This design comes from an exercise in tuning for small area, a short achievable clock period and few clock cycles per item on the open sky130 flow, not from production work.
At most, simulation tests tie the RTL to the original design; equivalence was not proved.
For run 3, only the layout was checked, not whether the RTL still works.

==> design/flow/design.v <==
module fpmultiplier (output logic [31:0] product, output logic ready,
		input logic [31:0] a, input logic clock, nreset);
logic s_a, s_b, s_x1, s_x2, s_x3, s_f;
always_ff @(posedge clock, negedge nreset)
  if (~nreset) begin
    s_a <= 1'b0; s_b <= 1'b0; s_x1 <= 1'b0; s_x2 <= 1'b0; s_x3 <= 1'b0; s_f <= 1'b0;
    ready <= 1'b0;
  end else begin
    s_a <= ~(s_a | s_b | s_x1 | s_x2 | s_x3 | s_f);
    s_b <= s_a;
    s_x1 <= s_b;
    s_x2 <= s_x1;
    s_x3 <= s_x2;
    s_f <= s_x3;
    ready <= s_f;
  end
logic [8:0] rse1, rse2;
logic [22:0] ra_f;
always_ff @(posedge clock) begin
  rse1 <= a[31:23];
  rse2 <= rse1;
  if (s_a) ra_f <= a[22:0];
end
logic [35:0] enc;
logic [34:0] dg;
logic [23:0] fb_ext;
assign fb_ext = {a[22:0], 1'b0};
assign enc[0] = fb_ext[1] ^ fb_ext[0];
assign enc[1] = (fb_ext[2] & ~fb_ext[1] & ~fb_ext[0]) | (~fb_ext[2] & fb_ext[1] & fb_ext[0]);
assign enc[2] = fb_ext[2];
assign enc[3] = fb_ext[3] ^ fb_ext[2];
assign enc[4] = (fb_ext[4] & ~fb_ext[3] & ~fb_ext[2]) | (~fb_ext[4] & fb_ext[3] & fb_ext[2]);
assign enc[5] = fb_ext[4];
assign enc[6] = fb_ext[5] ^ fb_ext[4];
assign enc[7] = (fb_ext[6] & ~fb_ext[5] & ~fb_ext[4]) | (~fb_ext[6] & fb_ext[5] & fb_ext[4]);
assign enc[8] = fb_ext[6];
assign enc[9] = fb_ext[7] ^ fb_ext[6];
assign enc[10] = (fb_ext[8] & ~fb_ext[7] & ~fb_ext[6]) | (~fb_ext[8] & fb_ext[7] & fb_ext[6]);
assign enc[11] = fb_ext[8];
assign enc[12] = fb_ext[9] ^ fb_ext[8];
assign enc[13] = (fb_ext[10] & ~fb_ext[9] & ~fb_ext[8]) | (~fb_ext[10] & fb_ext[9] & fb_ext[8]);
assign enc[14] = fb_ext[10];
assign enc[15] = fb_ext[11] ^ fb_ext[10];
assign enc[16] = (fb_ext[12] & ~fb_ext[11] & ~fb_ext[10]) | (~fb_ext[12] & fb_ext[11] & fb_ext[10]);
assign enc[17] = fb_ext[12];
assign enc[18] = fb_ext[13] ^ fb_ext[12];
assign enc[19] = (fb_ext[14] & ~fb_ext[13] & ~fb_ext[12]) | (~fb_ext[14] & fb_ext[13] & fb_ext[12]);
assign enc[20] = fb_ext[14];
assign enc[21] = fb_ext[15] ^ fb_ext[14];
assign enc[22] = (fb_ext[16] & ~fb_ext[15] & ~fb_ext[14]) | (~fb_ext[16] & fb_ext[15] & fb_ext[14]);
assign enc[23] = fb_ext[16];
assign enc[24] = fb_ext[17] ^ fb_ext[16];
assign enc[25] = (fb_ext[18] & ~fb_ext[17] & ~fb_ext[16]) | (~fb_ext[18] & fb_ext[17] & fb_ext[16]);
assign enc[26] = fb_ext[18];
assign enc[27] = fb_ext[19] ^ fb_ext[18];
assign enc[28] = (fb_ext[20] & ~fb_ext[19] & ~fb_ext[18]) | (~fb_ext[20] & fb_ext[19] & fb_ext[18]);
assign enc[29] = fb_ext[20];
assign enc[30] = fb_ext[21] ^ fb_ext[20];
assign enc[31] = (fb_ext[22] & ~fb_ext[21] & ~fb_ext[20]) | (~fb_ext[22] & fb_ext[21] & fb_ext[20]);
assign enc[32] = fb_ext[22];
assign enc[33] = fb_ext[23] ^ fb_ext[22];
assign enc[34] = fb_ext[23] & fb_ext[22];
assign enc[35] = 1'b0;
logic [22:0] pf;
always_ff @(posedge clock) begin
  dg[0] <= s_f ? pf[0] : s_b ? enc[0] : dg[12];
  dg[1] <= s_f ? pf[1] : s_b ? enc[1] : dg[13];
  dg[2] <= s_f ? pf[2] : s_b ? enc[2] : dg[14];
  dg[3] <= s_f ? pf[3] : s_b ? enc[3] : dg[15];
  dg[4] <= s_f ? pf[4] : s_b ? enc[4] : dg[16];
  dg[5] <= s_f ? pf[5] : s_b ? enc[5] : dg[17];
  dg[6] <= s_f ? pf[6] : s_b ? enc[6] : dg[18];
  dg[7] <= s_f ? pf[7] : s_b ? enc[7] : dg[19];
  dg[8] <= s_f ? pf[8] : s_b ? enc[8] : dg[20];
  dg[9] <= s_f ? pf[9] : s_b ? enc[9] : dg[21];
  dg[10] <= s_f ? pf[10] : s_b ? enc[10] : dg[22];
  dg[11] <= s_f ? pf[11] : s_b ? enc[11] : dg[23];
  dg[12] <= s_f ? pf[12] : s_b ? enc[12] : dg[24];
  dg[13] <= s_f ? pf[13] : s_b ? enc[13] : dg[25];
  dg[14] <= s_f ? pf[14] : s_b ? enc[14] : dg[26];
  dg[15] <= s_f ? pf[15] : s_b ? enc[15] : dg[27];
  dg[16] <= s_f ? pf[16] : s_b ? enc[16] : dg[28];
  dg[17] <= s_f ? pf[17] : s_b ? enc[17] : dg[29];
  dg[18] <= s_f ? pf[18] : s_b ? enc[18] : dg[30];
  dg[19] <= s_f ? pf[19] : s_b ? enc[19] : dg[31];
  dg[20] <= s_f ? pf[20] : s_b ? enc[20] : dg[32];
  dg[21] <= s_f ? pf[21] : s_b ? enc[21] : dg[33];
  dg[22] <= s_f ? pf[22] : s_b ? enc[22] : dg[34];
  dg[23] <= s_b ? enc[23] : 1'b0;
  dg[24] <= enc[24];
  dg[25] <= enc[25];
  dg[26] <= enc[26];
  dg[27] <= enc[27];
  dg[28] <= enc[28];
  dg[29] <= enc[29];
  dg[30] <= enc[30];
  dg[31] <= enc[31];
  dg[32] <= enc[32];
  dg[33] <= enc[33];
  dg[34] <= enc[34];
end
logic bnz;
assign bnz = |(dg & 35'o33333333333);
logic [7:0] ea, eb;
logic za, zb, fa, fb, nana, nanb, infa, infb;
assign ea = rse2[7:0];
assign eb = rse1[7:0];
assign za = (ea == 8'd0);
assign zb = (eb == 8'd0);
assign fa = (ea == 8'hff);
assign fb = (eb == 8'hff);
assign nana = fa & (ra_f != 23'd0);
assign nanb = fb & bnz;
assign infa = fa & (ra_f == 23'd0);
assign infb = fb & ~bnz;
logic sp_nan, sp_inf, sp_zero, special;
assign sp_nan = nana | nanb | ((infa | infb) & (za | zb));
assign sp_inf = (infa | infb) & ~sp_nan;
assign sp_zero = (za | zb) & ~fa & ~fb;
assign special = fa | fb | za | zb;
logic [8:0] esum;
assign esum = {1'b0, ea} + {1'b0, eb};
logic [7:0] r_e, pe;
logic r_sign, r_nan, r_i0, r_i1, r_z0, r_z1;
always_ff @(posedge clock)
  if (s_x1 | s_f) r_e <= s_f ? pe : esum[7:0] + 8'd129;
always_ff @(posedge clock)
  if (s_x1) begin
    r_sign <= rse2[8] ^ rse1[8];
    r_nan <= sp_nan;
    r_i0 <= sp_nan | sp_inf | (~special & (esum >= 9'd382));
    r_i1 <= sp_nan | sp_inf | (~special & (esum >= 9'd381));
    r_z0 <= sp_zero | (~special & (esum <= 9'd127));
    r_z1 <= sp_zero | (~special & (esum <= 9'd126));
  end
logic [24:0] ma, ma2;
assign ma = {2'b01, ra_f};
assign ma2 = {1'b1, ra_f, 1'b0};
logic [3:0] bone, btwo, bneg, nneg;
assign bone[0] = dg[0];
assign btwo[0] = dg[1];
assign bneg[0] = dg[2];
assign nneg[0] = ~dg[2];
assign bone[1] = dg[3];
assign btwo[1] = dg[4];
assign bneg[1] = dg[5];
assign nneg[1] = ~dg[5];
assign bone[2] = dg[6];
assign btwo[2] = dg[7];
assign bneg[2] = dg[8];
assign nneg[2] = ~dg[8];
assign bone[3] = dg[9];
assign btwo[3] = dg[10];
assign bneg[3] = dg[11];
assign nneg[3] = ~dg[11];
logic [24:0] pp0, pp1, pp2, pp3;
assign pp0 = (({25{bone[0]}} & ma) | ({25{btwo[0]}} & ma2)) ^ {25{bneg[0]}};
assign pp1 = (({25{bone[1]}} & ma) | ({25{btwo[1]}} & ma2)) ^ {25{bneg[1]}};
assign pp2 = (({25{bone[2]}} & ma) | ({25{btwo[2]}} & ma2)) ^ {25{bneg[2]}};
assign pp3 = (({25{bone[3]}} & ma) | ({25{btwo[3]}} & ma2)) ^ {25{bneg[3]}};
logic [32:0] acc_s, acc_c;
logic [24:0] as_in, ac_in;
logic [8:0] low;
assign low = {1'b0, acc_s[7:0]} + {1'b0, acc_c[7:0]};
logic cl_in;
assign cl_in = ~s_x1 & low[8];
assign as_in = s_x1 ? 25'd0 : acc_s[32:8];
assign ac_in = s_x1 ? 25'd0 : acc_c[32:8];
logic [23:0] ma_last;
assign ma_last = s_x3 ? {1'b1, ra_f} : 24'd0;
logic ts1, tc1, ts2, tc2, ts3, tc3, ts4, tc4, ts5, tc5, ts6, tc6, ts7, tc7, ts8, tc8, ts9, tc9, ts10, tc10, ts11, tc11, ts12, tc12, ts13, tc13, ts14, tc14, ts15, tc15, ts16, tc16, ts17, tc17, ts18, tc18, ts19, tc19, ts20, tc20, ts21, tc21, ts22, tc22, ts23, tc23, ts24, tc24, ts25, tc25, ts26, tc26, ts27, tc27, ts28, tc28, ts29, tc29, ts30, tc30, ts31, tc31, ts32, tc32, ts33, tc33, ts34, tc34, ts35, tc35, ts36, tc36, ts37, tc37, ts38, tc38, ts39, tc39, ts40, tc40, ts41, tc41, ts42, tc42, ts43, tc43, ts44, tc44, ts45, tc45, ts46, tc46, ts47, tc47, ts48, tc48, ts49, tc49, ts50, tc50, ts51, tc51, ts52, tc52, ts53, tc53, ts54, tc54, ts55, tc55, ts56, tc56, ts57, tc57, ts58, tc58, ts59, tc59, ts60, tc60, ts61, tc61, ts62, tc62, ts63, tc63, ts64, tc64, ts65, tc65, ts66, tc66, ts67, tc67, ts68, tc68, ts69, tc69, ts70, tc70, ts71, tc71, ts72, tc72, ts73, tc73, ts74, tc74, ts75, tc75, ts76, tc76, ts77, tc77, ts78, tc78, ts79, tc79, ts80, tc80, ts81, tc81, ts82, tc82, ts83, tc83, ts84, tc84, ts85, tc85, ts86, tc86, ts87, tc87, ts88, tc88, ts89, tc89, ts90, tc90, ts91, tc91, ts92, tc92, ts93, tc93, ts94, tc94, ts95, tc95, ts96, tc96, ts97, tc97, ts98, tc98, ts99, tc99, ts100, tc100, ts101, tc101, ts102, tc102, ts103, tc103, ts104, tc104, ts105, tc105, ts106, tc106, ts107, tc107, ts108, tc108, ts109, tc109, ts110, tc110, ts111, tc111, ts112, tc112, ts113, tc113, ts114, tc114, ts115, tc115, ts116, tc116, ts117, tc117, ts118, tc118, ts119, tc119, ts120, tc120, ts121, tc121, ts122, tc122, ts123, tc123, ts124, tc124, ts125, tc125, ts126, tc126, ts127, tc127, ts128, tc128, ts129, tc129, ts130, tc130, ts131, tc131, ts132, tc132, ts133, tc133, ts134, tc134;
fpmul_ha u_ts1 (.a(as_in[6]), .b(ac_in[6]), .s(ts1), .co(tc1));
fpmul_fa u_ts2 (.a(as_in[7]), .b(ac_in[7]), .c(ma_last[0]), .s(ts2), .co(tc2));
fpmul_fa u_ts3 (.a(as_in[8]), .b(ac_in[8]), .c(ma_last[1]), .s(ts3), .co(tc3));
fpmul_fa u_ts4 (.a(as_in[9]), .b(ac_in[9]), .c(ma_last[2]), .s(ts4), .co(tc4));
fpmul_fa u_ts5 (.a(as_in[10]), .b(ac_in[10]), .c(ma_last[3]), .s(ts5), .co(tc5));
fpmul_fa u_ts6 (.a(as_in[11]), .b(ac_in[11]), .c(ma_last[4]), .s(ts6), .co(tc6));
fpmul_fa u_ts7 (.a(as_in[12]), .b(ac_in[12]), .c(ma_last[5]), .s(ts7), .co(tc7));
fpmul_fa u_ts8 (.a(as_in[13]), .b(ac_in[13]), .c(ma_last[6]), .s(ts8), .co(tc8));
fpmul_fa u_ts9 (.a(as_in[14]), .b(ac_in[14]), .c(ma_last[7]), .s(ts9), .co(tc9));
fpmul_fa u_ts10 (.a(as_in[15]), .b(ac_in[15]), .c(ma_last[8]), .s(ts10), .co(tc10));
fpmul_fa u_ts11 (.a(as_in[16]), .b(ac_in[16]), .c(ma_last[9]), .s(ts11), .co(tc11));
fpmul_fa u_ts12 (.a(as_in[17]), .b(ac_in[17]), .c(ma_last[10]), .s(ts12), .co(tc12));
fpmul_fa u_ts13 (.a(as_in[18]), .b(ac_in[18]), .c(ma_last[11]), .s(ts13), .co(tc13));
fpmul_fa u_ts14 (.a(as_in[19]), .b(ac_in[19]), .c(ma_last[12]), .s(ts14), .co(tc14));
fpmul_fa u_ts15 (.a(as_in[20]), .b(ac_in[20]), .c(ma_last[13]), .s(ts15), .co(tc15));
fpmul_fa u_ts16 (.a(as_in[21]), .b(ac_in[21]), .c(ma_last[14]), .s(ts16), .co(tc16));
fpmul_fa u_ts17 (.a(as_in[22]), .b(ac_in[22]), .c(ma_last[15]), .s(ts17), .co(tc17));
fpmul_fa u_ts18 (.a(as_in[23]), .b(ac_in[23]), .c(ma_last[16]), .s(ts18), .co(tc18));
fpmul_fa u_ts19 (.a(as_in[24]), .b(ac_in[24]), .c(ma_last[17]), .s(ts19), .co(tc19));
fpmul_ha u_ts20 (.a(s_x1), .b(ma_last[18]), .s(ts20), .co(tc20));
fpmul_ha u_ts21 (.a(as_in[0]), .b(ac_in[0]), .s(ts21), .co(tc21));
fpmul_ha u_ts22 (.a(as_in[2]), .b(ac_in[2]), .s(ts22), .co(tc22));
fpmul_ha u_ts23 (.a(as_in[3]), .b(ac_in[3]), .s(ts23), .co(tc23));
fpmul_fa u_ts24 (.a(as_in[4]), .b(ac_in[4]), .c(bneg[2]), .s(ts24), .co(tc24));
fpmul_ha u_ts25 (.a(pp0[4]), .b(pp1[2]), .s(ts25), .co(tc25));
fpmul_fa u_ts26 (.a(as_in[5]), .b(ac_in[5]), .c(pp0[5]), .s(ts26), .co(tc26));
fpmul_ha u_ts27 (.a(pp1[3]), .b(pp2[1]), .s(ts27), .co(tc27));
fpmul_fa u_ts28 (.a(ts1), .b(bneg[3]), .c(pp0[6]), .s(ts28), .co(tc28));
fpmul_fa u_ts29 (.a(pp1[4]), .b(pp2[2]), .c(pp3[0]), .s(ts29), .co(tc29));
fpmul_fa u_ts30 (.a(tc1), .b(ts2), .c(pp0[7]), .s(ts30), .co(tc30));
fpmul_fa u_ts31 (.a(pp1[5]), .b(pp2[3]), .c(pp3[1]), .s(ts31), .co(tc31));
fpmul_fa u_ts32 (.a(ts3), .b(tc2), .c(pp0[8]), .s(ts32), .co(tc32));
fpmul_fa u_ts33 (.a(pp1[6]), .b(pp2[4]), .c(pp3[2]), .s(ts33), .co(tc33));
fpmul_fa u_ts34 (.a(ts4), .b(tc3), .c(pp0[9]), .s(ts34), .co(tc34));
fpmul_fa u_ts35 (.a(pp1[7]), .b(pp2[5]), .c(pp3[3]), .s(ts35), .co(tc35));
fpmul_fa u_ts36 (.a(ts5), .b(tc4), .c(pp0[10]), .s(ts36), .co(tc36));
fpmul_fa u_ts37 (.a(pp1[8]), .b(pp2[6]), .c(pp3[4]), .s(ts37), .co(tc37));
fpmul_fa u_ts38 (.a(ts6), .b(tc5), .c(pp0[11]), .s(ts38), .co(tc38));
fpmul_fa u_ts39 (.a(pp1[9]), .b(pp2[7]), .c(pp3[5]), .s(ts39), .co(tc39));
fpmul_fa u_ts40 (.a(ts7), .b(tc6), .c(pp0[12]), .s(ts40), .co(tc40));
fpmul_fa u_ts41 (.a(pp1[10]), .b(pp2[8]), .c(pp3[6]), .s(ts41), .co(tc41));
fpmul_fa u_ts42 (.a(ts8), .b(tc7), .c(pp0[13]), .s(ts42), .co(tc42));
fpmul_fa u_ts43 (.a(pp1[11]), .b(pp2[9]), .c(pp3[7]), .s(ts43), .co(tc43));
fpmul_fa u_ts44 (.a(ts9), .b(tc8), .c(pp0[14]), .s(ts44), .co(tc44));
fpmul_fa u_ts45 (.a(pp1[12]), .b(pp2[10]), .c(pp3[8]), .s(ts45), .co(tc45));
fpmul_fa u_ts46 (.a(ts10), .b(tc9), .c(pp0[15]), .s(ts46), .co(tc46));
fpmul_fa u_ts47 (.a(pp1[13]), .b(pp2[11]), .c(pp3[9]), .s(ts47), .co(tc47));
fpmul_fa u_ts48 (.a(ts11), .b(tc10), .c(pp0[16]), .s(ts48), .co(tc48));
fpmul_fa u_ts49 (.a(pp1[14]), .b(pp2[12]), .c(pp3[10]), .s(ts49), .co(tc49));
fpmul_fa u_ts50 (.a(ts12), .b(tc11), .c(pp0[17]), .s(ts50), .co(tc50));
fpmul_fa u_ts51 (.a(pp1[15]), .b(pp2[13]), .c(pp3[11]), .s(ts51), .co(tc51));
fpmul_fa u_ts52 (.a(ts13), .b(tc12), .c(pp0[18]), .s(ts52), .co(tc52));
fpmul_fa u_ts53 (.a(pp1[16]), .b(pp2[14]), .c(pp3[12]), .s(ts53), .co(tc53));
fpmul_fa u_ts54 (.a(ts14), .b(tc13), .c(pp0[19]), .s(ts54), .co(tc54));
fpmul_fa u_ts55 (.a(pp1[17]), .b(pp2[15]), .c(pp3[13]), .s(ts55), .co(tc55));
fpmul_fa u_ts56 (.a(ts15), .b(tc14), .c(pp0[20]), .s(ts56), .co(tc56));
fpmul_fa u_ts57 (.a(pp1[18]), .b(pp2[16]), .c(pp3[14]), .s(ts57), .co(tc57));
fpmul_fa u_ts58 (.a(ts16), .b(tc15), .c(pp0[21]), .s(ts58), .co(tc58));
fpmul_fa u_ts59 (.a(pp1[19]), .b(pp2[17]), .c(pp3[15]), .s(ts59), .co(tc59));
fpmul_fa u_ts60 (.a(ts17), .b(tc16), .c(pp0[22]), .s(ts60), .co(tc60));
fpmul_fa u_ts61 (.a(pp1[20]), .b(pp2[18]), .c(pp3[16]), .s(ts61), .co(tc61));
fpmul_fa u_ts62 (.a(ts18), .b(tc17), .c(pp0[23]), .s(ts62), .co(tc62));
fpmul_fa u_ts63 (.a(pp1[21]), .b(pp2[19]), .c(pp3[17]), .s(ts63), .co(tc63));
fpmul_fa u_ts64 (.a(ts19), .b(tc18), .c(pp0[24]), .s(ts64), .co(tc64));
fpmul_fa u_ts65 (.a(pp1[22]), .b(pp2[20]), .c(pp3[18]), .s(ts65), .co(tc65));
fpmul_fa u_ts66 (.a(ts20), .b(nneg[0]), .c(tc19), .s(ts66), .co(tc66));
fpmul_fa u_ts67 (.a(pp1[23]), .b(pp2[21]), .c(pp3[19]), .s(ts67), .co(tc67));
assign ts68 = 1'b1 ^ ma_last[19] ^ tc20;
assign tc68 = (1'b1 & ma_last[19]) | (1'b1 & tc20) | (ma_last[19] & tc20);
fpmul_fa u_ts69 (.a(pp1[24]), .b(pp2[22]), .c(pp3[20]), .s(ts69), .co(tc69));
fpmul_fa u_ts70 (.a(ma_last[20]), .b(nneg[1]), .c(pp2[23]), .s(ts70), .co(tc70));
assign ts71 = 1'b1 ^ ma_last[21];
assign tc71 = 1'b1 & ma_last[21];
fpmul_ha u_ts72 (.a(ts21), .b(bneg[0]), .s(ts72), .co(tc72));
fpmul_fa u_ts73 (.a(as_in[1]), .b(ac_in[1]), .c(tc21), .s(ts73), .co(tc73));
fpmul_fa u_ts74 (.a(ts22), .b(bneg[1]), .c(pp0[2]), .s(ts74), .co(tc74));
fpmul_fa u_ts75 (.a(ts23), .b(tc22), .c(pp0[3]), .s(ts75), .co(tc75));
fpmul_fa u_ts76 (.a(tc23), .b(ts24), .c(pp2[0]), .s(ts76), .co(tc76));
fpmul_fa u_ts77 (.a(tc24), .b(ts27), .c(tc25), .s(ts77), .co(tc77));
fpmul_fa u_ts78 (.a(tc27), .b(ts28), .c(ts29), .s(ts78), .co(tc78));
fpmul_fa u_ts79 (.a(ts30), .b(ts31), .c(tc28), .s(ts79), .co(tc79));
fpmul_fa u_ts80 (.a(ts32), .b(ts33), .c(tc30), .s(ts80), .co(tc80));
fpmul_fa u_ts81 (.a(ts34), .b(ts35), .c(tc32), .s(ts81), .co(tc81));
fpmul_fa u_ts82 (.a(ts36), .b(ts37), .c(tc34), .s(ts82), .co(tc82));
fpmul_fa u_ts83 (.a(ts38), .b(ts39), .c(tc36), .s(ts83), .co(tc83));
fpmul_fa u_ts84 (.a(ts40), .b(ts41), .c(tc38), .s(ts84), .co(tc84));
fpmul_fa u_ts85 (.a(ts42), .b(ts43), .c(tc40), .s(ts85), .co(tc85));
fpmul_fa u_ts86 (.a(ts44), .b(ts45), .c(tc42), .s(ts86), .co(tc86));
fpmul_fa u_ts87 (.a(ts46), .b(ts47), .c(tc44), .s(ts87), .co(tc87));
fpmul_fa u_ts88 (.a(ts48), .b(ts49), .c(tc46), .s(ts88), .co(tc88));
fpmul_fa u_ts89 (.a(ts50), .b(ts51), .c(tc48), .s(ts89), .co(tc89));
fpmul_fa u_ts90 (.a(ts52), .b(ts53), .c(tc50), .s(ts90), .co(tc90));
fpmul_fa u_ts91 (.a(ts54), .b(ts55), .c(tc52), .s(ts91), .co(tc91));
fpmul_fa u_ts92 (.a(ts56), .b(ts57), .c(tc54), .s(ts92), .co(tc92));
fpmul_fa u_ts93 (.a(ts58), .b(ts59), .c(tc56), .s(ts93), .co(tc93));
fpmul_fa u_ts94 (.a(ts60), .b(ts61), .c(tc58), .s(ts94), .co(tc94));
fpmul_fa u_ts95 (.a(ts62), .b(ts63), .c(tc60), .s(ts95), .co(tc95));
fpmul_fa u_ts96 (.a(ts64), .b(ts65), .c(tc62), .s(ts96), .co(tc96));
fpmul_fa u_ts97 (.a(ts66), .b(ts67), .c(tc64), .s(ts97), .co(tc97));
fpmul_fa u_ts98 (.a(ts68), .b(tc66), .c(ts69), .s(ts98), .co(tc98));
fpmul_fa u_ts99 (.a(tc68), .b(pp3[21]), .c(ts70), .s(ts99), .co(tc99));
fpmul_fa u_ts100 (.a(ts71), .b(pp2[24]), .c(pp3[22]), .s(ts100), .co(tc100));
fpmul_fa u_ts101 (.a(ma_last[22]), .b(tc71), .c(nneg[2]), .s(ts101), .co(tc101));
assign ts102 = 1'b1 ^ ma_last[23];
assign tc102 = 1'b1 & ma_last[23];
fpmul_ha u_ts103 (.a(cl_in), .b(ts72), .s(ts103), .co(tc103));
fpmul_fa u_ts104 (.a(tc72), .b(ts73), .c(pp0[1]), .s(ts104), .co(tc104));
fpmul_fa u_ts105 (.a(tc73), .b(pp1[0]), .c(ts74), .s(ts105), .co(tc105));
fpmul_fa u_ts106 (.a(pp1[1]), .b(ts75), .c(tc74), .s(ts106), .co(tc106));
fpmul_fa u_ts107 (.a(ts25), .b(ts76), .c(tc75), .s(ts107), .co(tc107));
fpmul_fa u_ts108 (.a(ts26), .b(tc76), .c(ts77), .s(ts108), .co(tc108));
fpmul_fa u_ts109 (.a(tc26), .b(tc77), .c(ts78), .s(ts109), .co(tc109));
fpmul_fa u_ts110 (.a(tc29), .b(ts79), .c(tc78), .s(ts110), .co(tc110));
fpmul_fa u_ts111 (.a(tc31), .b(ts80), .c(tc79), .s(ts111), .co(tc111));
fpmul_fa u_ts112 (.a(tc33), .b(ts81), .c(tc80), .s(ts112), .co(tc112));
fpmul_fa u_ts113 (.a(tc35), .b(ts82), .c(tc81), .s(ts113), .co(tc113));
fpmul_fa u_ts114 (.a(tc37), .b(ts83), .c(tc82), .s(ts114), .co(tc114));
fpmul_fa u_ts115 (.a(tc39), .b(ts84), .c(tc83), .s(ts115), .co(tc115));
fpmul_fa u_ts116 (.a(tc41), .b(ts85), .c(tc84), .s(ts116), .co(tc116));
fpmul_fa u_ts117 (.a(tc43), .b(ts86), .c(tc85), .s(ts117), .co(tc117));
fpmul_fa u_ts118 (.a(tc45), .b(ts87), .c(tc86), .s(ts118), .co(tc118));
fpmul_fa u_ts119 (.a(tc47), .b(ts88), .c(tc87), .s(ts119), .co(tc119));
fpmul_fa u_ts120 (.a(tc49), .b(ts89), .c(tc88), .s(ts120), .co(tc120));
fpmul_fa u_ts121 (.a(tc51), .b(ts90), .c(tc89), .s(ts121), .co(tc121));
fpmul_fa u_ts122 (.a(tc53), .b(ts91), .c(tc90), .s(ts122), .co(tc122));
fpmul_fa u_ts123 (.a(tc55), .b(ts92), .c(tc91), .s(ts123), .co(tc123));
fpmul_fa u_ts124 (.a(tc57), .b(ts93), .c(tc92), .s(ts124), .co(tc124));
fpmul_fa u_ts125 (.a(tc59), .b(ts94), .c(tc93), .s(ts125), .co(tc125));
fpmul_fa u_ts126 (.a(tc61), .b(ts95), .c(tc94), .s(ts126), .co(tc126));
fpmul_fa u_ts127 (.a(tc63), .b(ts96), .c(tc95), .s(ts127), .co(tc127));
fpmul_fa u_ts128 (.a(tc65), .b(ts97), .c(tc96), .s(ts128), .co(tc128));
fpmul_fa u_ts129 (.a(tc67), .b(ts98), .c(tc97), .s(ts129), .co(tc129));
fpmul_fa u_ts130 (.a(tc69), .b(ts99), .c(tc98), .s(ts130), .co(tc130));
fpmul_fa u_ts131 (.a(ts100), .b(tc70), .c(tc99), .s(ts131), .co(tc131));
fpmul_fa u_ts132 (.a(ts101), .b(pp3[23]), .c(tc100), .s(ts132), .co(tc132));
fpmul_fa u_ts133 (.a(ts102), .b(pp3[24]), .c(tc101), .s(ts133), .co(tc133));
fpmul_ha u_ts134 (.a(tc102), .b(nneg[3]), .s(ts134), .co(tc134));
always_ff @(posedge clock) begin
  acc_s <= {1'b1, ts134, ts133, ts132, ts131, ts130, ts129, ts128, ts127, ts126, ts125, ts124, ts123, ts122, ts121, ts120, ts119, ts118, ts117, ts116, ts115, ts114, ts113, ts112, ts111, ts110, ts109, ts108, ts107, ts106, ts105, ts104, ts103};
  acc_c <= {tc134, tc133, tc132, tc131, tc130, tc129, tc128, tc127, tc126, tc125, tc124, tc123, tc122, tc121, tc120, tc119, tc118, tc117, tc116, tc115, tc114, tc113, tc112, tc111, tc110, tc109, tc108, tc107, tc106, tc105, tc104, tc103, pp0[0]};
end
logic [31:0] p;
assign p = acc_s[31:0] + acc_c[31:0];
logic hi, zr, ir;
assign hi = p[31];
assign zr = hi ? r_z1 : r_z0;
assign ir = hi ? r_i1 : r_i0;
assign pe = zr ? 8'd0 : ir ? 8'hff : (hi ? r_e + 8'd1 : r_e);
assign pf = (zr | ir) ? {22'd0, r_nan} : (hi ? p[30:8] : p[29:7]);
assign product = {r_sign, r_e, dg[22:0]};
endmodule
module fpmul_fa (input logic a, b, c, output logic s, co);
  assign s = a ^ b ^ c;
  assign co = (a & b) | (a & c) | (b & c);
endmodule
module fpmul_ha (input logic a, b, output logic s, co);
  assign s = a ^ b;
  assign co = a & b;
endmodule
==> design/flow/flow/run.sh <==
#!/bin/bash
# The standard layout flow (standard.sh), run with a larger setup margin
# for the resizer's timing repair and a smaller cell for the port buffers
# (every port is still buffered). Clock, constraints and every step are
# otherwise unchanged.
set -euo pipefail
MARGIN=${MARGIN:-5.8}
sed -E "s/SETUP_SLACK_MARGIN=[-0-9.]+/SETUP_SLACK_MARGIN=$MARGIN/" standard.sh > standard_margin.sh
grep -q "SETUP_SLACK_MARGIN=$MARGIN" standard_margin.sh
bash standard_margin.sh "BUFFER_PORTS_ARGS=-buffer_cell sky130_fd_sc_hd__buf_2" finish > standard.log 2>&1
==> design/flow/standard.sh <==
#!/bin/bash
# synth_recipe.tcl (not shown) runs the flow's synth.tcl, then flattens the netlist and writes it again
# the make line also repeats each setting of config.mk as NAME=value (left out here)
make -C /OpenROAD-flow-scripts/flow DESIGN_CONFIG=/design/flow/config.mk WORK_HOME=/design/flow/orfs CLKGATE_MAP_FILE= SYNTH_SCRIPT=/design/flow/synth_recipe.tcl "${@:-finish}"
==> design/flow/config.mk <==
export PLATFORM = sky130hd
export DESIGN_NAME = fpmultiplier
export DESIGN_NICKNAME = fpmultiplier
export VERILOG_FILES = /design/flow/design.v
export SDC_FILE = /design/flow/constraint.sdc
export NUM_CORES = 4
export LEC_CHECK = 0
export ABC_CLOCK_PERIOD_IN_PS = 3500
export CAP_MARGIN = 20
export CORE_MARGIN = 2
export CORE_UTILIZATION = 40
export CTS_BUF_LIST = sky130_fd_sc_hd__clkbuf_4 sky130_fd_sc_hd__clkbuf_8
export PLACE_DENSITY = 0.7
export SETUP_SLACK_MARGIN = 5
export SLEW_MARGIN = 20
export SYNTH_HIERARCHICAL = 1
==> design/flow/constraint.sdc <==
create_clock -name core_clock -period 9.0 [get_ports {clock}]
set_input_delay 1.8000 -clock core_clock [delete_from_list [all_inputs] [get_ports {clock}]]
set_output_delay 1.8000 -clock core_clock [all_outputs]
set_load 0.01 [all_outputs]
==> results of run 1 <==
modules after synthesis (local to each module, per instance):
module        cells  area (um2)  copies in the design
fpmul_ha          1        12.5                    10
fpmul_fa          1        20.0                   121
fpmultiplier    993        9400                     1
how the worst max path moves through the flow:
stage | end | slack, ps | start
2_1_floorplan | acc_s[10]$_DFF_P_ | 5920 | s_x1$_DFF_PN0_
3_3_place_gp | dg[5]$_DFF_P_ | 5600 | acc_s[6]$_DFF_P_
3_5_place_dp | dg[5]$_DFF_P_ | 5570 | acc_s[6]$_DFF_P_
4_1_cts | product[5] | 5580 | dg[5]$_DFF_P_
5_1_grt | product[7] | 5800 | dg[7]$_DFF_P_
6_report | product[7] | 5830 | dg[7]$_DFF_P_
layout make-up:
type	instances	area, um2
Clock buffer	17	234
Clock inverter	15	163
Tap cell	390	488
Fill cell	2785	16600
Multi-Input combinational cell	837	7780
Sequential cell	162	3670
Inverter	22	82.6
Timing Repair Buffer	84	522
metrics by stage:
stage / cell area (um2) / std cells
6_report: 12900 / 1527
5_1_grt: 12900 / 1527
4_1_cts: 12800 / 1524
3_5_place_dp: 12400 / 1492
3_3_place_gp: 12400 / 1492
2_1_floorplan: 11900 / 1124
cells in the mapped netlist (all sizes together) (7+ instances only):
| master | count | area share [%] |
|---|---|---|
| nand3 | 21 | 0.88 |
| nor4 | 14 | 0.73 |
| and3 | 11 | 0.58 |
| xor2 | 30 | 2.2 |
| nand2 | 48 | 1.6 |
| mux2i | 20 | 1.7 |
| buf | 38 | 2.0 |
| a21o | 8 | 0.50 |
| a31oi | 7 | 0.49 |
| a22oi | 88 | 5.5 |
| o22ai | 11 | 0.63 |
| edfxtp | 37 | 9.3 |
| a21oi | 35 | 1.5 |
| nor2 | 49 | 1.7 |
| fa | 122 | 20 |
| and2 | 25 | 1.3 |
| dfrtp | 7 | 1.5 |
| a31o | 9 | 0.66 |
| o21ai | 32 | 1.4 |
| nor2b | 53 | 2.8 |
| dfxtp | 118 | 20 |
| nand4 | 9 | 0.47 |
| ha | 54 | 5.7 |
| clkbuf | 65 | 2.0 |
| xnor2 | 123 | 9.0 |
| inv | 21 | 0.66 |
sequential cells by signal, indices dropped and copies added (netlist names):
| register | flops |
|---|---|
| s_b | 1 |
| r_e | 8 |
| rse2 | 9 |
| r_z0 | 1 |
| s_x2 | 1 |
| rse1 | 9 |
| r_i0 | 1 |
| ready | 1 |
| s_f | 1 |
| s_x3 | 1 |
| dg | 35 |
| acc_s | 32 |
| r_z1 | 1 |
| r_sign | 1 |
| r_nan | 1 |
| s_a | 1 |
| acc_c | 33 |
| s_x1 | 1 |
| ra_f | 23 |
| r_i1 | 1 |
cell usage in the layout, fill, tap and decap left out, types with 14 or more instances in the layout:
cell	n
inv_1	21
clkbuf_8	18
fa_1	122
mux2i_1	19
xor2_1	30
ha_1	54
and2_1	24
buf_2	66
nand2_1	46
edfxtp_1	37
a21oi_1	33
nor4_1	14
xnor2_1	123
nand3_1	21
dfxtp_1	113
o21ai_0	22
nor2b_1	53
nor2_1	47
a22oi_1	88
routing by layer:
layer  wire length [um]  track usage [%]
met3               2100             3.97
met5                  0                0
met2              15200             33.3
met4                800             7.40
met1              13900             28.5
cells by family (layout without fill, tap and decap cells):
family	Yosys count	in the layout	synth area share [%]
adders and majority gates	176	176	26.1
buffers and inverters	125	138	4.78
DFF	162	162	30.5
AOI/OAI and AO/OA	240	240	14.6
xor gates and xnor gates	153	153	11.2
muxes	20	20	1.71
and+or+nand+nor	248	248	11.0
worst max-delay path, stage by stage (launching register included):
cell and delay [ps]:
dfxtp_2 470, buf_8 240, buf_2 170
what timing repair did:
| item | CTS | global route |
|---|---|---|
| resized for setup | 18 | 17 |
| endpoints found under the setup margin | 65 | 41 |
| buffers inserted | 0 | 3 |
| pin swaps | 0 | 1 |
==> impl_metrics.tcl, run 1 <==
set metrics [dict create \
    status "timing/DRC/antenna clean" \
    first_global_vias 8822 \
    cts_max_level 4 \
    via_per_inst 5.65 \
    drt_wl_total_um 31900 \
    fin_ws_ps 5830 \
    via_count 8630 \
    die_height_um 177 \
    worstHoldPathType "reg -> reg" \
    rsz0062_at_grt "no" \
    slew_headroom_pct 47.4 \
    maxCapViolations 0 \
    clk_latency_ps 480 \
    rr_worst_depth 5 \
    place.gp.congestion 0.903 \
    dr.pass1.iters 5 \
    pin_count 67 \
    grt_max_degree 61 \
    fin_util_pct 43.8 \
    grt_pass1_wl_um 50100 \
    clk_pin_slew_ps 100 \
    areaGrowthSynthToFinish_pct 8.32 \
    synth_flop_cell "dfxtp_1" \
    core_area_um2 29600 \
    clk_path_buf_depth 2 \
    synthArstFlopShare_pct 4.32 \
    synth.avg_cell_area_um2 10.6 \
    worstPathArrival_ps 1370 \
    syn_nets 1334 \
    post-place-ws_ps 5570 \
    postSynthRegisterBits 162 \
    crit_required_ps 7200 \
    endpoint_kind "output port" \
    cts_tree "done" \
    diodes 0 \
    synth_area_um2 11900 \
    fin_crit_sh_pct 35.3 \
    min_to "rse2[8]$_DFF_P_" \
    drc 0 \
    fin_setup_tns_ps 0 \
    hp-start "rse1[8]$_DFF_P_" \
    postSynthCellCount 1124 \
    cts-root-buf "clkbuf_8" \
    crit_path_max_fanout 21 \
    rrSetupSlack_ps 5880 \
    cts_buffers 17 \
    rows 63 \
    r2r_start "ra_f[14]$_DFFE_PP_" \
    initial_core_util_pct 40.4 \
    dieArea_um2 31300 \
    maxSlewViolCount 0 \
    drtIter0Drc 770 \
    synth-edff-count 37 \
    skew_ps 17.1 \
    antenna_found_initial 0 \
    antenna_left 0 \
    min_period_ps 3170 \
    grt.total_usage_pct 20.9 \
    holdWs_ps 370 \
    critPathKind "reg -> out" \
    dp_hpwl_um 23100 \
    nNetsFinal 1334 \
    max_freq_mhz 315 \
    setup_viol 0 \
    gr-total-overflow 0 \
    wl_per_cell_um 20.9 \
    worstSetupStartpointType "flop" \
    drive_gt1_share_pct 12.9 \
    cts_hold_buf 0 \
    die_w_um 177 \
    portBuffers 66 \
    worstHoldPathCells 0 \
    hold_viol_final 0 \
    ys.warnings.count 7 \
    seq_area_frac_synth_pct 30.5 \
    tightest_slew_ps 786 \
    synth_cell_type_count 71 \
    timing.rr.end "acc_s[21]$_DFF_P_" \
    clock-sinks 162 \
]
Testbench counts, summed over its fixed seeds: cycles 28,000, items 4,000.
==> inputs of run 2 (changes only) <==
--- a/design/flow/config.mk
+++ b/design/flow/config.mk
@@ -11,5 +11,5 @@
 export CORE_UTILIZATION = 40
 export CTS_BUF_LIST = sky130_fd_sc_hd__clkbuf_4 sky130_fd_sc_hd__clkbuf_8
-export PLACE_DENSITY = 0.7
+export PLACE_DENSITY = 0.6
 export SETUP_SLACK_MARGIN = 5
 export SLEW_MARGIN = 20
==> run 2 against run 1 <==
  * Die area unchanged
  * Sequential share of layout area fell by 0.052 points
  * Synthesized cell count stayed put
  * Still clean on timing, DRC and antenna
  * Wire length rose by 3.6%
==> impl_metrics.tcl, run 2 <==
set metrics [dict create \
    status "timing/DRC/antenna clean" \
    slew_headroom_pct 48.1 \
    cts_tree "done" \
    setup_viol 0 \
    layout_common_cells "xnor2_1 (123), fa_1 (122), dfxtp_1 (113), a22oi_1 (88), buf_2 (66)" \
    worstSetupStartpointType "flop" \
    drtIter0Drc 724 \
    postSynthCellCount 1124 \
    netlist.area_leader.share_pct 20.4 \
    grt_use_met3_pct 3.80 \
    synth_most_common_cell "xnor2_1" \
    portBuffers 66 \
    synthXorXnorAreaFrac_pct 11.2 \
    top_usage_layer "met2" \
    postSynthRegisterBits 162 \
    instances_no_fill 1527 \
    clk_path_buf_depth 2 \
    synth-simple-area-share_pct 11.0 \
    largest_reg_flops 35 \
    grt_max_degree 41 \
    die_height_um 177 \
    synth_cell_type_count 71 \
    diodes 0 \
    endpoint_kind "output port" \
    grt_use_met1_pct 30.8 \
    crit_path_max_fanout 25 \
    initial_core_util_pct 40.4 \
    tightest_slew_ps 776 \
    registers.top_by_ff_count "dg" \
    max_freq_mhz 318 \
    nNetsFinal 1334 \
    rr_worst_depth 5 \
    syn_nets 1334 \
    final_common_cell "xnor2_1" \
    antenna_found_initial 0 \
    grt.total_usage_pct 22.0 \
    min_period_ps 3140 \
    cts_buffers 17 \
    dr.pass1.iters 5 \
    dp_hpwl_um 23400 \
    worstHoldPathType "reg -> reg" \
    synth_flop_cell "dfxtp_1" \
    cts_max_level 4 \
    pin_count 67 \
    antenna_left 0 \
    synth.area.top_cells "fa_1 (20%), dfxtp_1 (20%), edfxtp_1 (9.3%), xnor2_1 (9.0%), ha_1 (5.7%)" \
    crit_required_ps 7200 \
    gr-total-overflow 0 \
    place.gp.congestion 0.874 \
    ys_top_cells_by_count "xnor2_1 (123), fa_1 (122), dfxtp_1 (118), a22oi_1 (88), clkbuf_1 (65)" \
    cts-root-buf "clkbuf_8" \
    clk_pin_slew_ps 100 \
    core_area_um2 29600 \
    fin_util_pct 43.8 \
    synth.avg_cell_area_um2 10.6 \
    drive_gt1_share_pct 12.7 \
    synthArstFlopShare_pct 4.32 \
    grt_pass1_wl_um 52000 \
    maxCapViolations 0 \
    synthMuxAreaShare_pct 1.71 \
    die_w_um 177 \
    worstPathArrival_ps 1340 \
    clk_latency_ps 480 \
    via_per_inst 5.61 \
    largestRegisters "dg: 35 flops, acc_c: 33 flops, acc_s: 32 flops" \
    skew_ps 26.1 \
    drc 0 \
    worstHoldPathCells 0 \
    areaGrowthSynthToFinish_pct 8.44 \
    fillers 2821 \
    hold_viol_final 0 \
    fin_setup_tns_ps 0 \
    drt_wl_total_um 33100 \
    rsz0062_at_grt "no" \
    first_global_vias 8785 \
    dieArea_um2 31300 \
    seq_area_frac_synth_pct 30.5 \
    clock-sinks 162 \
    synth_area_um2 11900 \
    synth_top_family_by_area "adder cells" \
    yosys.area_share.adder_pct 26.1 \
    yosys.area.top_type "fa_1" \
    fin_crit_sh_pct 34.9 \
    synth-edff-count 37 \
    wl_per_cell_um 21.7 \
    synth_compound_area_share_pct 14.6 \
    ys.warnings.count 7 \
    placedCellCount 1492 \
    critPathKind "reg -> out" \
    maxSlewViolCount 0 \
    via_count 8571 \
    grt_use_met2_pct 35.3 \
    rows 63 \
]
-- run 2: area by class of cell --
| class | instances | area, um2 | share of cell area [%] |
|---|---|---|---|
| tap | 390 | 488 | 3.77 |
| sequential | 162 | 3660 | 28.3 |
| clock buffer | 19 | 255 | 1.97 |
| inverter | 22 | 82.6 | 0.638 |
| multi-input combinational | 837 | 7760 | 59.9 |
| timing repair buffer | 84 | 552 | 4.26 |
| clock inverter | 13 | 148 | 1.14 |
-- run 2: worst paths after layout --
kind	end	slack [ps]	from
min in group asynchronous	s_x1$_DFF_PN0_	1140	nreset
setup reg to reg	acc_s[20]$_DFF_P_	5920	ra_f[13]$_DFFE_PP_
max in group asynchronous	s_a$_DFF_PN0_	7680	nreset
hold / removal	rse2[8]$_DFF_P_	370	rse1[8]$_DFF_P_
setup / recovery	product[10]	5860	dg[10]$_DFF_P_
hold reg to reg	rse2[8]$_DFF_P_	370	rse1[8]$_DFF_P_
-- run 2: worst max-delay path, stage by stage (launching register included) --
cell	delay, ps
dfxtp_1	370
buf_6	310
buf_2	200
-- run 2: Yosys stat by module (local to each module, per instance) --
module / flip-flops and latches / cells / cell area [um2]
fpmul_fa: 0 / 1 / 20.0
fpmul_ha: 0 / 1 / 12.5
fpmultiplier: 162 / 993 / 9400
-- run 2: timing repair --
item / 4_1_cts / 5_1_grt
setup buffers: 2 / 1
hold buffers: 0 / 0
resized for setup: 16 / 16
endpoints found under the setup margin: 67 / 40
-- run 2: cells by family after synthesis --
| group | Yosys count |
|---|---|
| mux | 20 |
| buf+inv | 125 |
| compound gates | 240 |
| simple gates | 248 |
| fa+ha+maj | 176 |
| flops | 162 |
| xor+xnor | 153 |
-- run 2: through the flow --
step	worst slack (ps)	hold slack (ps)	instance area [um2]
after CTS	5800	377	12900
after global placement	5430	354	12400
final	5860	371	13000
after global routing	5800	382	13000
after detailed placement	5410	361	12400
after floorplan	5920	349	11900
-- run 2: per-layer routing --
layer / up-vias / share of wire, %
met4: 0 / 1.8
met5: - / 0
met3: 42 / 5.3
li1: 3897 / -
met2: 269 / 47
met1: 4363 / 46
==> inputs of run 3 (changes only) <==
--- a/design/flow/design.v
+++ b/design/flow/design.v
@@ -164,9 +164,14 @@
 assign low = {1'b0, acc_s[7:0]} + {1'b0, acc_c[7:0]};
 logic cl_in;
-assign cl_in = ~s_x1 & low[8];
-assign as_in = s_x1 ? 25'd0 : acc_s[32:8];
-assign ac_in = s_x1 ? 25'd0 : acc_c[32:8];
+logic g_first, g_last;
+always_ff @(posedge clock) begin
+  g_first <= s_b;
+  g_last <= s_x2;
+end
+assign cl_in = ~g_first & low[8];
+assign as_in = g_first ? 25'd0 : acc_s[32:8];
+assign ac_in = g_first ? 25'd0 : acc_c[32:8];
 logic [23:0] ma_last;
-assign ma_last = s_x3 ? {1'b1, ra_f} : 24'd0;
+assign ma_last = g_last ? {1'b1, ra_f} : 24'd0;
 logic ts1, tc1, ts2, tc2, ts3, tc3, ts4, tc4, ts5, tc5, ts6, tc6, ts7, tc7, ts8, tc8, ts9, tc9, ts10, tc10, ts11, tc11, ts12, tc12, ts13, tc13, ts14, tc14, ts15, tc15, ts16, tc16, ts17, tc17, ts18, tc18, ts19, tc19, ts20, tc20, ts21, tc21, ts22, tc22, ts23, tc23, ts24, tc24, ts25, tc25, ts26, tc26, ts27, tc27, ts28, tc28, ts29, tc29, ts30, tc30, ts31, tc31, ts32, tc32, ts33, tc33, ts34, tc34, ts35, tc35, ts36, tc36, ts37, tc37, ts38, tc38, ts39, tc39, ts40, tc40, ts41, tc41, ts42, tc42, ts43, tc43, ts44, tc44, ts45, tc45, ts46, tc46, ts47, tc47, ts48, tc48, ts49, tc49, ts50, tc50, ts51, tc51, ts52, tc52, ts53, tc53, ts54, tc54, ts55, tc55, ts56, tc56, ts57, tc57, ts58, tc58, ts59, tc59, ts60, tc60, ts61, tc61, ts62, tc62, ts63, tc63, ts64, tc64, ts65, tc65, ts66, tc66, ts67, tc67, ts68, tc68, ts69, tc69, ts70, tc70, ts71, tc71, ts72, tc72, ts73, tc73, ts74, tc74, ts75, tc75, ts76, tc76, ts77, tc77, ts78, tc78, ts79, tc79, ts80, tc80, ts81, tc81, ts82, tc82, ts83, tc83, ts84, tc84, ts85, tc85, ts86, tc86, ts87, tc87, ts88, tc88, ts89, tc89, ts90, tc90, ts91, tc91, ts92, tc92, ts93, tc93, ts94, tc94, ts95, tc95, ts96, tc96, ts97, tc97, ts98, tc98, ts99, tc99, ts100, tc100, ts101, tc101, ts102, tc102, ts103, tc103, ts104, tc104, ts105, tc105, ts106, tc106, ts107, tc107, ts108, tc108, ts109, tc109, ts110, tc110, ts111, tc111, ts112, tc112, ts113, tc113, ts114, tc114, ts115, tc115, ts116, tc116, ts117, tc117, ts118, tc118, ts119, tc119, ts120, tc120, ts121, tc121, ts122, tc122, ts123, tc123, ts124, tc124, ts125, tc125, ts126, tc126, ts127, tc127, ts128, tc128, ts129, tc129, ts130, tc130, ts131, tc131, ts132, tc132, ts133, tc133, ts134, tc134;
 fpmul_ha u_ts1 (.a(as_in[6]), .b(ac_in[6]), .s(ts1), .co(tc1));
==> run 3 against run 2 <==
  * Cell count grew 2.2%
  * First-iteration DRC count is 4.0% lower
  * Sequential share of layout area fell by 0.35 points
  * Sequential cell count is 2 higher
  * Core utilization is 0.93 points higher
  * Synthesized area grew 0.73%
  * Register-to-register slack lost 30 ps
  * Critical path type unchanged
  * Largest cell class unchanged
==> impl_metrics.tcl, run 3 <==
set metrics [dict create \
    max_freq_mhz 319 \
    die_height_um 177 \
    max_stage_delay_ps 350 \
    fin_setup_tns_ps 0 \
    nNetsFinal 1368 \
    die_w_um 177 \
    dp_hpwl_um 23400 \
    wl_per_cell_um 20.5 \
    crit_path_max_fanout 26 \
    netlist.area_leader.share_pct 20.3 \
    slew_headroom_pct 51.9 \
    drive_gt1_share_pct 13.2 \
    clk_latency_ps 470 \
    worstPathArrival_ps 1340 \
    first_global_vias 8703 \
    critPathKind "reg -> out" \
    portBuffers 66 \
    drtIter0Drc 695 \
    cts-root-buf "clkbuf_8" \
    pin_count 67 \
    cts_tree "done" \
    yosys.area.top_type "fa_1" \
    clock-sinks 164 \
    via_per_inst 5.57 \
    synth-edff-count 37 \
    layout_common_cells "xnor2_1 (125), fa_1 (122), dfxtp_1 (114), a22oi_1 (89), buf_2 (66)" \
    drc 0 \
    synth_most_common_cell "xnor2_1" \
    dr.pass1.iters 5 \
    syn_nets 1361 \
    worstSetupStartpointType "flop" \
    initial_core_util_pct 40.6 \
    synth.avg_cell_area_um2 10.5 \
    synth_area_um2 12000 \
    grt.total_usage_pct 20.8 \
    synthArstFlopShare_pct 4.27 \
    skew_ps 24.7 \
    registers.top_by_ff_count "dg" \
    synth_cell_type_count 55 \
    place.gp.congestion 0.848 \
    via_count 8688 \
    worstHoldPathType "reg -> reg" \
    rrSetupSlack_ps 5890 \
    fin_crit_sh_pct 34.8 \
    holdWs_ps 365 \
    maxSlewViolCount 0 \
    setup_viol 0 \
    grt_pass1_wl_um 49700 \
    clk_pin_slew_ps 110 \
    regArea_um2 3700 \
    grt_use_met3_pct 3.04 \
    crit_required_ps 7200 \
    final_common_cell "xnor2_1" \
    postSynthCellCount 1151 \
    synth.area.top_cells "fa_1 (20%), dfxtp_1 (20%), edfxtp_1 (9.2%), xnor2_1 (9.1%), ha_1 (5.6%)" \
    cts_buffers 17 \
    multi_input_area_um2 7840 \
    cts_max_level 4 \
    postSynthRegisterBits 164 \
    largest_reg_flops 35 \
    antenna_found_initial 0 \
    critPathSlowestCell "buf_4" \
    ys.warnings.count 7 \
    maxCapViolations 0 \
    tightest_slew_ps 719 \
    gr-total-overflow 0 \
    status "timing/DRC/antenna clean" \
    rsz0062_at_grt "yes" \
    drt_wl_total_um 32100 \
    antenna_left 0 \
    grt_use_met1_pct 28.5 \
    instances_no_fill 1561 \
    core_area_um2 29600 \
    path_cells "buf_4, buf_2" \
    rows 63 \
    seq_area_frac_synth_pct 30.7 \
    grt_use_met2_pct 33.9 \
    diodes 0 \
    fillers 2845 \
    hold_viol_final 0 \
    clk_path_buf_depth 2 \
    synth_flop_cell "dfxtp_1" \
    areaGrowthSynthToFinish_pct 10.2 \
    ys_top_cells_by_count "xnor2_1 (125), fa_1 (122), dfxtp_1 (120), a22oi_1 (89), clkbuf_1 (67)" \
    placedCellCount 1515 \
    top_usage_layer "met2" \
    largestRegisters "dg: 35 flops, acc_c: 33 flops, acc_s: 32 flops" \
    dieArea_um2 31500 \
    grt_max_degree 52 \
    endpoint_kind "output port" \
    min_period_ps 3140 \
]
## run 3: worst max-delay path, delay by kind of cell, from the launching register on
kind / cells / cell delay [ps]
buf+inv: 2 / 560
flops: 1 / 320
## run 3: metrics by stage
stage / instance area (um2) / setup WS [ps] / utilization (%)
after floorplan: 12000 / 5950 / -
after global placement: 12500 / 5290 / 42.0
after detailed placement: 12500 / 5270 / 42.1
after CTS: 13100 / 5730 / 44.3
after global routing: 13300 / 5750 / 44.8
final: 13300 / 5860 / 44.8
## run 3: path summary, 6_finish.rpt
path,startpoint,cells after the start,endpoint
setup / recovery,dg[0]$_DFF_P_,2,product[0]
setup reg to reg,ra_f[14]$_DFFE_PP_,5,acc_s[21]$_DFF_P_
hold / removal,rse1[8]$_DFF_P_,0,rse2[8]$_DFF_P_
min in group asynchronous,nreset,1,s_b$_DFF_PN0_
hold reg to reg,rse1[8]$_DFF_P_,0,rse2[8]$_DFF_P_
max in group asynchronous,nreset,1,s_a$_DFF_PN0_
## run 3: repair_timing
item / in CTS / in global routing
pin swaps: 2 / 6
hold buffers: 0 / 0
buffers inserted: 5 / 6
cloned: 3 / 0
endpoints found under the setup margin: 79 / 47
gates resized for setup: 24 / 18
## run 3: final cells by class
type | count | share of cell area, %
Multi-Input combinational cell | 857 | 59.1
Sequential cell | 164 | 27.9
Timing Repair Buffer | 95 | 5.18
Tap cell | 390 | 3.68
Clock buffer | 17 | 1.76
Clock inverter | 15 | 1.71
Inverter | 23 | 0.651
## run 3: per-layer routing
metal	part of all wire (%)	vias to the layer above	wire length (um)
li1	-	4014	-
met1	45	4364	14400
met2	48	265	15300
met3	4.8	45	1530
met4	2.6	0	827
met5	0	-	0
## run 3: cell families after synthesis
family                   Yosys count  synth area share (%)
AO/OA/AOI/OAI                    252                  14.4
XOR/XNOR                         149                  10.8
adder cells (fa/ha/maj)          176                  25.9
buffers and inverters            131                  5.05
flip-flops                       164                  30.7
multiplexers                      27                  2.26
AND/OR/NAND/NOR                  252                  10.9
## run 3: per-module statistics from Yosys, one instance, submodules excluded
module,times used,flip-flops and latches,cells inside
fpmultiplier,1,164,1020
fpmul_fa,121,0,1
fpmul_ha,10,0,1
==> inputs of run 4 (changes only) <==
--- a/design/flow/design.v
+++ b/design/flow/design.v
@@ -64,39 +64,39 @@
 logic [22:0] pf;
 always_ff @(posedge clock) begin
-  dg[0] <= s_f ? pf[0] : s_b ? enc[0] : dg[12];
-  dg[1] <= s_f ? pf[1] : s_b ? enc[1] : dg[13];
-  dg[2] <= s_f ? pf[2] : s_b ? enc[2] : dg[14];
-  dg[3] <= s_f ? pf[3] : s_b ? enc[3] : dg[15];
-  dg[4] <= s_f ? pf[4] : s_b ? enc[4] : dg[16];
-  dg[5] <= s_f ? pf[5] : s_b ? enc[5] : dg[17];
-  dg[6] <= s_f ? pf[6] : s_b ? enc[6] : dg[18];
-  dg[7] <= s_f ? pf[7] : s_b ? enc[7] : dg[19];
-  dg[8] <= s_f ? pf[8] : s_b ? enc[8] : dg[20];
-  dg[9] <= s_f ? pf[9] : s_b ? enc[9] : dg[21];
-  dg[10] <= s_f ? pf[10] : s_b ? enc[10] : dg[22];
-  dg[11] <= s_f ? pf[11] : s_b ? enc[11] : dg[23];
-  dg[12] <= s_f ? pf[12] : s_b ? enc[12] : dg[24];
-  dg[13] <= s_f ? pf[13] : s_b ? enc[13] : dg[25];
-  dg[14] <= s_f ? pf[14] : s_b ? enc[14] : dg[26];
-  dg[15] <= s_f ? pf[15] : s_b ? enc[15] : dg[27];
-  dg[16] <= s_f ? pf[16] : s_b ? enc[16] : dg[28];
-  dg[17] <= s_f ? pf[17] : s_b ? enc[17] : dg[29];
-  dg[18] <= s_f ? pf[18] : s_b ? enc[18] : dg[30];
-  dg[19] <= s_f ? pf[19] : s_b ? enc[19] : dg[31];
-  dg[20] <= s_f ? pf[20] : s_b ? enc[20] : dg[32];
-  dg[21] <= s_f ? pf[21] : s_b ? enc[21] : dg[33];
-  dg[22] <= s_f ? pf[22] : s_b ? enc[22] : dg[34];
-  dg[23] <= s_b ? enc[23] : 1'b0;
-  dg[24] <= enc[24];
-  dg[25] <= enc[25];
-  dg[26] <= enc[26];
-  dg[27] <= enc[27];
-  dg[28] <= enc[28];
-  dg[29] <= enc[29];
-  dg[30] <= enc[30];
-  dg[31] <= enc[31];
-  dg[32] <= enc[32];
-  dg[33] <= enc[33];
-  dg[34] <= enc[34];
+  dg[0] <= s_b ? enc[0] : dg[12];
+  dg[1] <= s_b ? enc[1] : dg[13];
+  dg[2] <= s_b ? enc[2] : dg[14];
+  dg[3] <= s_b ? enc[3] : dg[15];
+  dg[4] <= s_b ? enc[4] : dg[16];
+  dg[5] <= s_b ? enc[5] : dg[17];
+  dg[6] <= s_b ? enc[6] : dg[18];
+  dg[7] <= s_b ? enc[7] : dg[19];
+  dg[8] <= s_b ? enc[8] : dg[20];
+  dg[9] <= s_b ? enc[9] : dg[21];
+  dg[10] <= s_b ? enc[10] : dg[22];
+  dg[11] <= s_b ? enc[11] : dg[23];
+  dg[12] <= s_f ? pf[0] : s_b ? enc[12] : dg[24];
+  dg[13] <= s_f ? pf[1] : s_b ? enc[13] : dg[25];
+  dg[14] <= s_f ? pf[2] : s_b ? enc[14] : dg[26];
+  dg[15] <= s_f ? pf[3] : s_b ? enc[15] : dg[27];
+  dg[16] <= s_f ? pf[4] : s_b ? enc[16] : dg[28];
+  dg[17] <= s_f ? pf[5] : s_b ? enc[17] : dg[29];
+  dg[18] <= s_f ? pf[6] : s_b ? enc[18] : dg[30];
+  dg[19] <= s_f ? pf[7] : s_b ? enc[19] : dg[31];
+  dg[20] <= s_f ? pf[8] : s_b ? enc[20] : dg[32];
+  dg[21] <= s_f ? pf[9] : s_b ? enc[21] : dg[33];
+  dg[22] <= s_f ? pf[10] : s_b ? enc[22] : dg[34];
+  dg[23] <= s_f ? pf[11] : s_b ? enc[23] : 1'b0;
+  dg[24] <= s_f ? pf[12] : enc[24];
+  dg[25] <= s_f ? pf[13] : enc[25];
+  dg[26] <= s_f ? pf[14] : enc[26];
+  dg[27] <= s_f ? pf[15] : enc[27];
+  dg[28] <= s_f ? pf[16] : enc[28];
+  dg[29] <= s_f ? pf[17] : enc[29];
+  dg[30] <= s_f ? pf[18] : enc[30];
+  dg[31] <= s_f ? pf[19] : enc[31];
+  dg[32] <= s_f ? pf[20] : enc[32];
+  dg[33] <= s_f ? pf[21] : enc[33];
+  dg[34] <= s_f ? pf[22] : enc[34];
 end
 logic bnz;
@@ -164,14 +164,9 @@
 assign low = {1'b0, acc_s[7:0]} + {1'b0, acc_c[7:0]};
 logic cl_in;
-logic g_first, g_last;
-always_ff @(posedge clock) begin
-  g_first <= s_b;
-  g_last <= s_x2;
-end
-assign cl_in = ~g_first & low[8];
-assign as_in = g_first ? 25'd0 : acc_s[32:8];
-assign ac_in = g_first ? 25'd0 : acc_c[32:8];
+assign cl_in = ~s_x1 & low[8];
+assign as_in = s_x1 ? 25'd0 : acc_s[32:8];
+assign ac_in = s_x1 ? 25'd0 : acc_c[32:8];
 logic [23:0] ma_last;
-assign ma_last = g_last ? {1'b1, ra_f} : 24'd0;
+assign ma_last = s_x3 ? {1'b1, ra_f} : 24'd0;
 logic ts1, tc1, ts2, tc2, ts3, tc3, ts4, tc4, ts5, tc5, ts6, tc6, ts7, tc7, ts8, tc8, ts9, tc9, ts10, tc10, ts11, tc11, ts12, tc12, ts13, tc13, ts14, tc14, ts15, tc15, ts16, tc16, ts17, tc17, ts18, tc18, ts19, tc19, ts20, tc20, ts21, tc21, ts22, tc22, ts23, tc23, ts24, tc24, ts25, tc25, ts26, tc26, ts27, tc27, ts28, tc28, ts29, tc29, ts30, tc30, ts31, tc31, ts32, tc32, ts33, tc33, ts34, tc34, ts35, tc35, ts36, tc36, ts37, tc37, ts38, tc38, ts39, tc39, ts40, tc40, ts41, tc41, ts42, tc42, ts43, tc43, ts44, tc44, ts45, tc45, ts46, tc46, ts47, tc47, ts48, tc48, ts49, tc49, ts50, tc50, ts51, tc51, ts52, tc52, ts53, tc53, ts54, tc54, ts55, tc55, ts56, tc56, ts57, tc57, ts58, tc58, ts59, tc59, ts60, tc60, ts61, tc61, ts62, tc62, ts63, tc63, ts64, tc64, ts65, tc65, ts66, tc66, ts67, tc67, ts68, tc68, ts69, tc69, ts70, tc70, ts71, tc71, ts72, tc72, ts73, tc73, ts74, tc74, ts75, tc75, ts76, tc76, ts77, tc77, ts78, tc78, ts79, tc79, ts80, tc80, ts81, tc81, ts82, tc82, ts83, tc83, ts84, tc84, ts85, tc85, ts86, tc86, ts87, tc87, ts88, tc88, ts89, tc89, ts90, tc90, ts91, tc91, ts92, tc92, ts93, tc93, ts94, tc94, ts95, tc95, ts96, tc96, ts97, tc97, ts98, tc98, ts99, tc99, ts100, tc100, ts101, tc101, ts102, tc102, ts103, tc103, ts104, tc104, ts105, tc105, ts106, tc106, ts107, tc107, ts108, tc108, ts109, tc109, ts110, tc110, ts111, tc111, ts112, tc112, ts113, tc113, ts114, tc114, ts115, tc115, ts116, tc116, ts117, tc117, ts118, tc118, ts119, tc119, ts120, tc120, ts121, tc121, ts122, tc122, ts123, tc123, ts124, tc124, ts125, tc125, ts126, tc126, ts127, tc127, ts128, tc128, ts129, tc129, ts130, tc130, ts131, tc131, ts132, tc132, ts133, tc133, ts134, tc134;
 fpmul_ha u_ts1 (.a(as_in[6]), .b(ac_in[6]), .s(ts1), .co(tc1));
@@ -324,5 +319,5 @@
 assign pe = zr ? 8'd0 : ir ? 8'hff : (hi ? r_e + 8'd1 : r_e);
 assign pf = (zr | ir) ? {22'd0, r_nan} : (hi ? p[30:8] : p[29:7]);
-assign product = {r_sign, r_e, dg[22:0]};
+assign product = {r_sign, r_e, dg[34:12]};
 endmodule
 module fpmul_fa (input logic a, b, c, output logic s, co);
==> run 4 against run 3 <==
  * Still clean
  * Clock-buffer cell count increased by 1
  * Highest routed layer unchanged
  * Hold slack gained 5.1 ps
  * Worst setup slack gained 33 ps
  * Critical endpoint is now acc_s[8]$_DFF_P_
  * Final area down 3.0%
  * Critical path depth increased by 4
  * Clock skew is 5.8 ps lower
  * Largest cell class unchanged
  * Maximum frequency up 1.1%
==> impl_metrics.tcl, run 4 <==
set metrics [dict create \
    antenna_left 0 \
    core_area_um2 29400 \
    drtIter0Drc 682 \
    seq_area_frac_synth_pct 30.7 \
    path_cells "buf_8, nor2b_1, fa_1, fa_1, fa_1, fa_1" \
    min_period_ps 3100 \
    antenna_found_initial 1 \
    postSynthRegisterBits 162 \
    yosys.area.top_type "fa_1" \
    drive_gt1_share_pct 12.7 \
    areaGrowthSynthToFinish_pct 8.38 \
    worstHoldPathType "reg -> reg" \
    rsz0062_at_grt "yes" \
    synthMuxAreaShare_pct 0.727 \
    multi_input_area_um2 7830 \
    via_count 8664 \
    via_per_inst 5.57 \
    layout_common_cells "xnor2_1 (127), fa_1 (122), dfxtp_1 (118), a22oi_1 (93), buf_2 (66)" \
    dieArea_um2 31100 \
    cts_buffers 17 \
    clk_path_buf_depth 2 \
    netlist.area_leader.share_pct 20.6 \
    drt-met1-wl_um 15000 \
    wl_per_cell_um 21.2 \
    synth-simple-area-share_pct 11.9 \
    initial_core_util_pct 40.4 \
    postSynthCellCount 1135 \
    tightest_slew_ps 926 \
    synth.area.top_cells "fa_1 (21%), dfxtp_1 (20%), xnor2_1 (9.4%), edfxtp_1 (9.4%), a22oi_1 (5.9%)" \
    hold_viol_final 0 \
    grt_pass1_wl_um 51300 \
    drc 0 \
    cts_tree "done" \
    cts-root-buf "clkbuf_8" \
    clk_pin_slew_ps 90 \
    largestRegisters "dg: 35 flops, acc_c: 33 flops, acc_s: 32 flops" \
    pin_count 67 \
    die_height_um 176 \
    placed_area_um2 12400 \
    yosys.area_share.adder_pct 26.3 \
    synthArstFlopShare_pct 4.32 \
    fin_crit_sh_pct 34.5 \
    top_layer "met4" \
    synth_compound_area_share_pct 15.4 \
    grt.total_usage_pct 21.9 \
    critPathKind "reg -> reg" \
    status "timing/DRC/antenna clean" \
    dr.pass1.iters 5 \
]
run 4: area by class of cell:
cell class | count | area share (%)
Multi-Input combinational cell | 867 | 60.8
Clock inverter | 14 | 0.914
Inverter | 21 | 0.612
Timing Repair Buffer | 83 | 3.62
Clock buffer | 18 | 1.88
Sequential cell | 162 | 28.4
Tap cell | 390 | 3.79
run 4: what timing repair did:
item | CTS | global route
pin swaps | 0 | 1
endpoints found under the hold margin | 0 | 0
setup buffers | 0 | 1
gates resized for setup | 9 | 12
setup endpoints to repair | 50 | 44
run 4: cells by family (layout without fill, tap and decap cells):
group	after synthesis	in the layout
and+or+nand+nor	275	275
AOI/OAI and AO/OA	258	258
adders and majority gates	176	176
DFF	162	162
xor gates and xnor gates	150	150
buffers and inverters	106	136
muxes	8	8
run 4: metrics by stage:
stage	setup slack (ps)	hold slack (ps)	util (%)	instances
after floorplan	5860	349	-	1135
after global placement	5510	355	42.3	1522
after detailed placement	5500	358	42.3	1522
after CTS	5830	371	43.6	1554
after global routing	5760	384	43.8	1555
final	5900	370	43.8	1555
run 4: worst paths after layout:
kind | start | end | slack, ps | cells after the start
setup / recovery | s_x1$_DFF_PN0_ | acc_s[8]$_DFF_P_ | 5900 | 6
hold / removal | rse1[8]$_DFF_P_ | rse2[8]$_DFF_P_ | 370 | 0
setup reg to reg | s_x1$_DFF_PN0_ | acc_s[8]$_DFF_P_ | 5900 | 6
hold reg to reg | rse1[8]$_DFF_P_ | rse2[8]$_DFF_P_ | 370 | 0
max in group asynchronous | nreset | s_x1$_DFF_PN0_ | 7680 | 1
min in group asynchronous | nreset | ready$_DFF_PN0_ | 1130 | 1
run 4: worst register-to-register path: stages (launching register included):
cell,delay [ps]
dfrtp_4,530
buf_8,290
nor2b_1,120
fa_1,510
fa_1,520
fa_1,580
fa_1,430
run 4: per-module statistics from Yosys, one instance, submodules excluded:
module,cells,flip-flops and latches,copies in the design
fpmul_fa,1,0,121
fpmul_ha,1,0,10
fpmultiplier,1004,162,1
run 4: routing by layer:
layer / track usage (%) / vias to the layer above
met1: 30.3 / 4316
met2: 34.4 / 279
met4: 8.20 / 0
li1: - / 4015
met5: 0 / -
met3: 3.79 / 54
Testbench counts of run 4, summed over its fixed seeds: cycles 28,000, items 4,000.

## what the ideal ports hide
In the flow no input, the clock included, has a driving cell. The finished layouts below were timed again as built, in two steps. Step 1 sets driving cells, clkbuf_16 on the clock port and buf_2 on the other inputs (assumed; they add their load-dependent delay and slew). Step 2 times the ports against the registers' clock, not the clock port: input delays grow and output delays shrink by t, the midpoint of the rising clock arrivals with the driver on. Three values: ideal, step 1, step 2; two values: the first two.
run	shift t [ns]	setup WS [ns]	cell pins on the clock port's net
run 1	0.514	5.827 / 5.785 / 5.877	1
run 2	0.516	5.855 / 5.809 / 5.920	1
run 3	0.497	5.864 / 5.823 / 5.886	1
run 4	0.528	5.896 / 5.896 / 5.896	1
After both steps setup and hold are still met in every run listed.
